What follows belongs to an exercise in optimizing a design on an open flow for small area; a production flow would make more cautious choices.
The RTL was checked by simulation tests, not by an equivalence proof against the original design.
Power is estimated from default activity; no workload was simulated.

==> maple: inputs <==
==> flow/design.v <==
module Clock(
    input i_clk,
    input i_rst_n,
    input i_en,
    output [6:0] o_seg0,
    output [6:0] o_seg1,
    output [6:0] o_seg2,
    output [6:0] o_seg3,
    output [6:0] o_seg4,
    output [6:0] o_seg5
    );
reg [4:0] s;
reg a, d;
reg [3:0] xu, xt, su, mu, hu, ht;
reg [2:0] st, mt;
wire p9   = (s == 5'd9);
wire p12  = (s == 5'd12);
wire p1112 = (s == 5'd11) | p12;
wire blank = (s < 5'd3);
wire cx = (xu == 4'd9);
wire cxt = cx & (xt == 4'd9);
wire cs = cxt & (su == 4'd9);
wire cst = cs & (st == 3'd5);
wire cm = cst & (mu == 4'd9);
wire cmt = cm & (mt == 3'd5);
wire ch = cmt & (hu == 4'd9);
always @(posedge i_clk or negedge i_rst_n) begin
    if (!i_rst_n)
        s <= 5'd0;
    else if (s == 5'd22)
        s <= 5'd3;
    else
        s <= s + 5'd1;
end
always @(posedge i_clk) begin
    if (p9)
        a <= i_en;
end
always @(posedge i_clk or negedge i_rst_n) begin
    if (!i_rst_n)
        d <= 1'b0;
    else if (p12)
        d <= a;
end
always @(posedge i_clk or negedge i_rst_n) begin
    if (!i_rst_n) begin
        xu <= 0; xt <= 0; su <= 0; st <= 0; mu <= 0; mt <= 0; hu <= 0; ht <= 0;
    end else if (p12 & d) begin
        xu <= cx ? 4'd0 : xu + 4'd1;
        if (cx) xt <= (xt == 4'd9) ? 4'd0 : xt + 4'd1;
        if (cxt) su <= (su == 4'd9) ? 4'd0 : su + 4'd1;
        if (cs) st <= (st == 3'd5) ? 3'd0 : st + 3'd1;
        if (cst) mu <= (mu == 4'd9) ? 4'd0 : mu + 4'd1;
        if (cm) mt <= (mt == 3'd5) ? 3'd0 : mt + 3'd1;
        if (cmt) hu <= (hu == 4'd9) ? 4'd0 : hu + 4'd1;
        if (ch) ht <= (ht == 4'd9) ? 4'd0 : ht + 4'd1;
    end
end
wire hnz = (hu != 4'd0) | (ht != 4'd0);
wire h99 = (hu == 4'd9) & (ht == 4'd9);
wire hm = hnz ^ (p1112 & d & cmt & (h99 | ~hnz));
function [6:0] seg;
    input [3:0] v;
    case (v)
        4'h0: seg = 7'b1000000;
        4'h1: seg = 7'b1111001;
        4'h2: seg = 7'b0100100;
        4'h3: seg = 7'b0110000;
        4'h4: seg = 7'b0011001;
        4'h5: seg = 7'b0010010;
        4'h6: seg = 7'b0000010;
        4'h7: seg = 7'b1111000;
        4'h8: seg = 7'b0000000;
        4'h9: seg = 7'b0010000;
        default: seg = 7'b1111111;
    endcase
endfunction
wire [3:0] g0 = blank ? 4'hf : hm ? su : xu;
wire [3:0] g1 = blank ? 4'hf : hm ? {1'b0, st} : xt;
wire [3:0] g2 = blank ? 4'hf : hm ? mu : su;
wire [3:0] g3 = blank ? 4'hf : hm ? {1'b0, mt} : {1'b0, st};
wire [3:0] g4 = blank ? 4'hf : hm ? hu : mu;
wire [3:0] g5 = blank ? 4'hf : hm ? ht : {1'b0, mt};
assign o_seg0 = seg(g0);
assign o_seg1 = seg(g1);
assign o_seg2 = seg(g2);
assign o_seg3 = seg(g3);
assign o_seg4 = seg(g4);
assign o_seg5 = seg(g5);
endmodule
==> flow/flow/run.sh <==
#!/bin/bash
# Own layout flow: the standard synthesis, then the combinational logic re-mapped for area
# with ABC (flip-flops kept as the standard synthesis made them, checked equivalent with Yosys),
# then the standard layout from floorplan on, with minimum-size port buffers and a clock
# tree without dummy loads.
set -uo pipefail
cd "$(dirname "$0")/.."
W=$PWD
F=$W/flow
R=$W/orfs/results/$FLOW_PLATFORM/Clock/base
LIB=$FLOW_HOME/platforms/sky130hd/lib/sky130_fd_sc_hd__tt_025C_1v80.lib
mkdir -p $W/resyn

bash standard.sh $R/1_2_yosys.v > $W/std_synth.log 2>&1 || exit 1
cp $R/1_2_yosys.v $W/resyn/std.v

best=$W/resyn/std.v
best_area=$(yosys -p "read_liberty -lib $LIB; read_verilog $W/resyn/std.v; hierarchy -top Clock; tee -o $W/resyn/std.stat stat -liberty $LIB" > $W/resyn/std.log 2>&1; awk '/Chip area/{print $NF}' $W/resyn/std.stat)
echo "standard synthesis: $best_area" > $W/resyn/summary.txt
for s in $F/s*.abc; do
  n=$(basename $s .abc)
  out=$W/resyn/$n.v
  bash $F/resyn.sh $W/resyn/std.v $out $s $LIB || { echo "$n: resyn failed" >> $W/resyn/summary.txt; continue; }
  a=$(awk '/Chip area/{print $NF}' $W/resyn/$n.stat)
  if grep -qE '^ *assign .*(>>|&|\||\^|~|\?)' $out; then echo "$n: $a not mapped" >> $W/resyn/summary.txt; continue; fi
  if bash $F/eqv.sh $W/resyn/std.v $out $LIB > $W/resyn/$n.eqv.log 2>&1; then
    echo "$n: $a equivalent" >> $W/resyn/summary.txt
    if awk "BEGIN{exit !($a < $best_area)}"; then best=$out; best_area=$a; fi
  else
    echo "$n: $a NOT equivalent" >> $W/resyn/summary.txt
  fi
done
echo "chosen: $best ($best_area)" >> $W/resyn/summary.txt
if [ "$best" != "$W/resyn/std.v" ]; then
  cp $best $R/1_2_yosys.v
  touch $R/1_2_yosys.v
fi

bash standard.sh finish \
  "BUFFER_PORTS_ARGS=-buffer_cell sky130_fd_sc_hd__buf_1" \
  "CTS_ARGS=-sink_clustering_enable -repair_clock_nets -dont_use_dummy_load" \
  > $W/std_layout.log 2>&1 || exit 1
test -f $W/out/final.def
==> flow/flow/eqv.sh <==
#!/bin/bash
# eqv.sh GOLD.v GATE.v LIB : prove two mapped netlists with the same flip-flops equivalent
yosys -p "
read_liberty -ignore_miss_func $3
read_verilog $1
rename Clock gold
read_verilog $2
rename Clock gate
flatten
rename -hide gold/w:_* gate/w:_* gold/w:*.* gate/w:*.*
hierarchy -check
equiv_make gold gate eq
hierarchy -top eq
async2sync
equiv_simple -seq 2
equiv_induct
equiv_status -assert
"
==> flow/flow/resyn.sh <==
#!/bin/bash
# resyn.sh IN.v OUT.v ABCSCRIPT : re-map the combinational logic of a mapped netlist with ABC,
# keeping every flip-flop instance (name, cell type, connections) as it is.
IN=$1; OUT=$2; SCR=$3
LIB=$4
DU="-dont_use sky130_fd_sc_hd__probe* -dont_use sky130_fd_sc_hd__lpflow_* -dont_use sky130_fd_sc_hd__ha_* -dont_use sky130_fd_sc_hd__fa_*"
yosys -l ${OUT%.v}.log -p "
read_liberty -ignore_miss_func $LIB
blackbox =sky130_fd_sc_hd__df* =sky130_fd_sc_hd__edf* =sky130_fd_sc_hd__sdf* =sky130_fd_sc_hd__dl* =sky130_fd_sc_hd__sedf*
read_verilog $IN
hierarchy -top Clock
flatten
rename -hide w:*.*
opt_clean -purge
abc -liberty $LIB $DU -script $SCR
opt_clean -purge
hilomap -singleton -hicell sky130_fd_sc_hd__conb_1 HI -locell sky130_fd_sc_hd__conb_1 LO
insbuf -buf sky130_fd_sc_hd__buf_4 A X
splitnets
opt_clean -purge
hierarchy -top Clock
tee -o ${OUT%.v}.stat stat -liberty $LIB
write_verilog -noattr -nohex -nodec $OUT
" > /dev/null 2>&1
==> flow/flow/s1.abc <==
strash
&get -n
&deepsyn -T 30
&put
dch -f
map -a
mfs2
strash
dch -f
amap
topo
==> flow/flow/s2.abc <==
strash
&get -n
&deepsyn -T 30
&put
dch -f
amap
topo
==> flow/flow/s3.abc <==
strash
dc2
dch -f
map -a
mfs2
strash
dch -f
map -a
topo
==> flow/flow/s4.abc <==
strash
dch -f
amap
topo
==> flow/standard.sh <==
#!/bin/bash
# synth_recipe.tcl (not shown) runs the flow's synth.tcl, then flattens the netlist and writes it again
# the make line also repeats each setting of config.mk as NAME=value (left out here)
make -C /OpenROAD-flow-scripts/flow DESIGN_CONFIG=/design/flow/config.mk WORK_HOME=/design/flow/orfs CLKGATE_MAP_FILE= SYNTH_SCRIPT=/design/flow/synth_recipe.tcl "${@:-finish}"
==> flow/config.mk <==
export PLATFORM = sky130hd
export DESIGN_NAME = Clock
export DESIGN_NICKNAME = Clock
export VERILOG_FILES = /design/flow/design.v
export SDC_FILE = /design/flow/constraint.sdc
export NUM_CORES = 4
export LEC_CHECK = 0
export ABC_AREA = 1
export CAP_MARGIN = 20
export CORE_MARGIN = 2
export CORE_UTILIZATION = 40
export SLEW_MARGIN = 20
==> flow/constraint.sdc <==
create_clock -name core_clock -period 10.0 [get_ports {i_clk}]
set_input_delay 2.0000 -clock core_clock [delete_from_list [all_inputs] [get_ports {i_clk}]]
set_output_delay 2.0000 -clock core_clock [all_outputs]
set_load 0.01 [all_outputs]
==> pepper: changes against maple <==
==> flow/run.sh (new file) <==
#!/bin/bash
# synth_recipe.tcl (not shown) runs the flow's synth.tcl, then flattens the netlist and writes it again
# the make line also repeats each setting of config.mk as NAME=value (left out here)
make -C /OpenROAD-flow-scripts/flow DESIGN_CONFIG=/design/flow/config.mk WORK_HOME=/design/flow/orfs CLKGATE_MAP_FILE= SYNTH_SCRIPT=/design/flow/synth_recipe.tcl finish
removed: flow/flow/run.sh
removed: flow/flow/eqv.sh
removed: flow/flow/resyn.sh
removed: flow/flow/s1.abc
removed: flow/flow/s2.abc
removed: flow/flow/s3.abc
removed: flow/flow/s4.abc
removed: flow/standard.sh
==> run notes <==
item	pepper	maple
Post-layout instance area	3860 µm²	2630 µm²
Endpoint, Worst Hold	d$_DFFE_PN0N_	hu[3]$_DFFE_PN0P_
Reg2Reg Setup Slack	7.56 ns	5.87 ns
Area growth from synthesis to layout	19.3%	14.9%
PnR Total Power	255 µW	247 µW
Die width	94.0 µm	79.6 µm
Area of the die	8830 µm²	6340 µm²
Count of filler cells inserted in the layout	800	567
Ratio of cells with drive above 1 in the final layout	9.23%	2.16%
Cell count of the worst reg-to-reg path	13	22
Wire length of the first global-routing pass	12.4 mm	9.59 mm
Via count of the first global-routing pass	2789	2053
Nonclk buf count	47	46
Total power density per cell area	66.1 nW/µm²	94.1 nW/µm²
Crit path depth	17	19
Number of vias per cell after detailed routing	4.77	5.19
Clock input transition at the sequential cells of the worst setup and hold paths	0.07 ns	0.06 ns
Outcome	complete, no violations	complete, no violations
Row cnt	32	27
Internal Pwr Total	199 µW	195 µW
Maximum achievable frequency	175 MHz	151 MHz

-- static timing again, ports no longer ideal --
In the flow no input, the clock included, has a driving cell. The finished layouts below were timed again as built, in two steps. Step 1 (the two cells are an assumption about what drives the block):
set clk [get_ports {i_clk}]
set_driving_cell -lib_cell sky130_fd_sc_hd__clkbuf_16 $clk
set_driving_cell -lib_cell sky130_fd_sc_hd__buf_2 [delete_from_list [all_inputs] $clk]
Step 2 also shifts input and output timing later by t, the mid clock arrival at the registers, as if the neighbouring blocks saw the same clock. a / b / c = ideal ports / drivers / drivers and shift; a / b = the first two.
run | t, ns | setup slack, ns | worst hold slack (ns) | worst setup path at the end | worst data-port slew with drivers (ns)
maple | 0.315 | 3.361 / 3.332 / 3.647 | 0.483 / 0.483 / 0.483 | register to output | 0.03
pepper | 0.306 | 4.286 / 4.262 / 4.569 | 0.508 / 0.508 / 0.508 | register to output | 0.03
After both steps setup and hold are still met in every run listed.
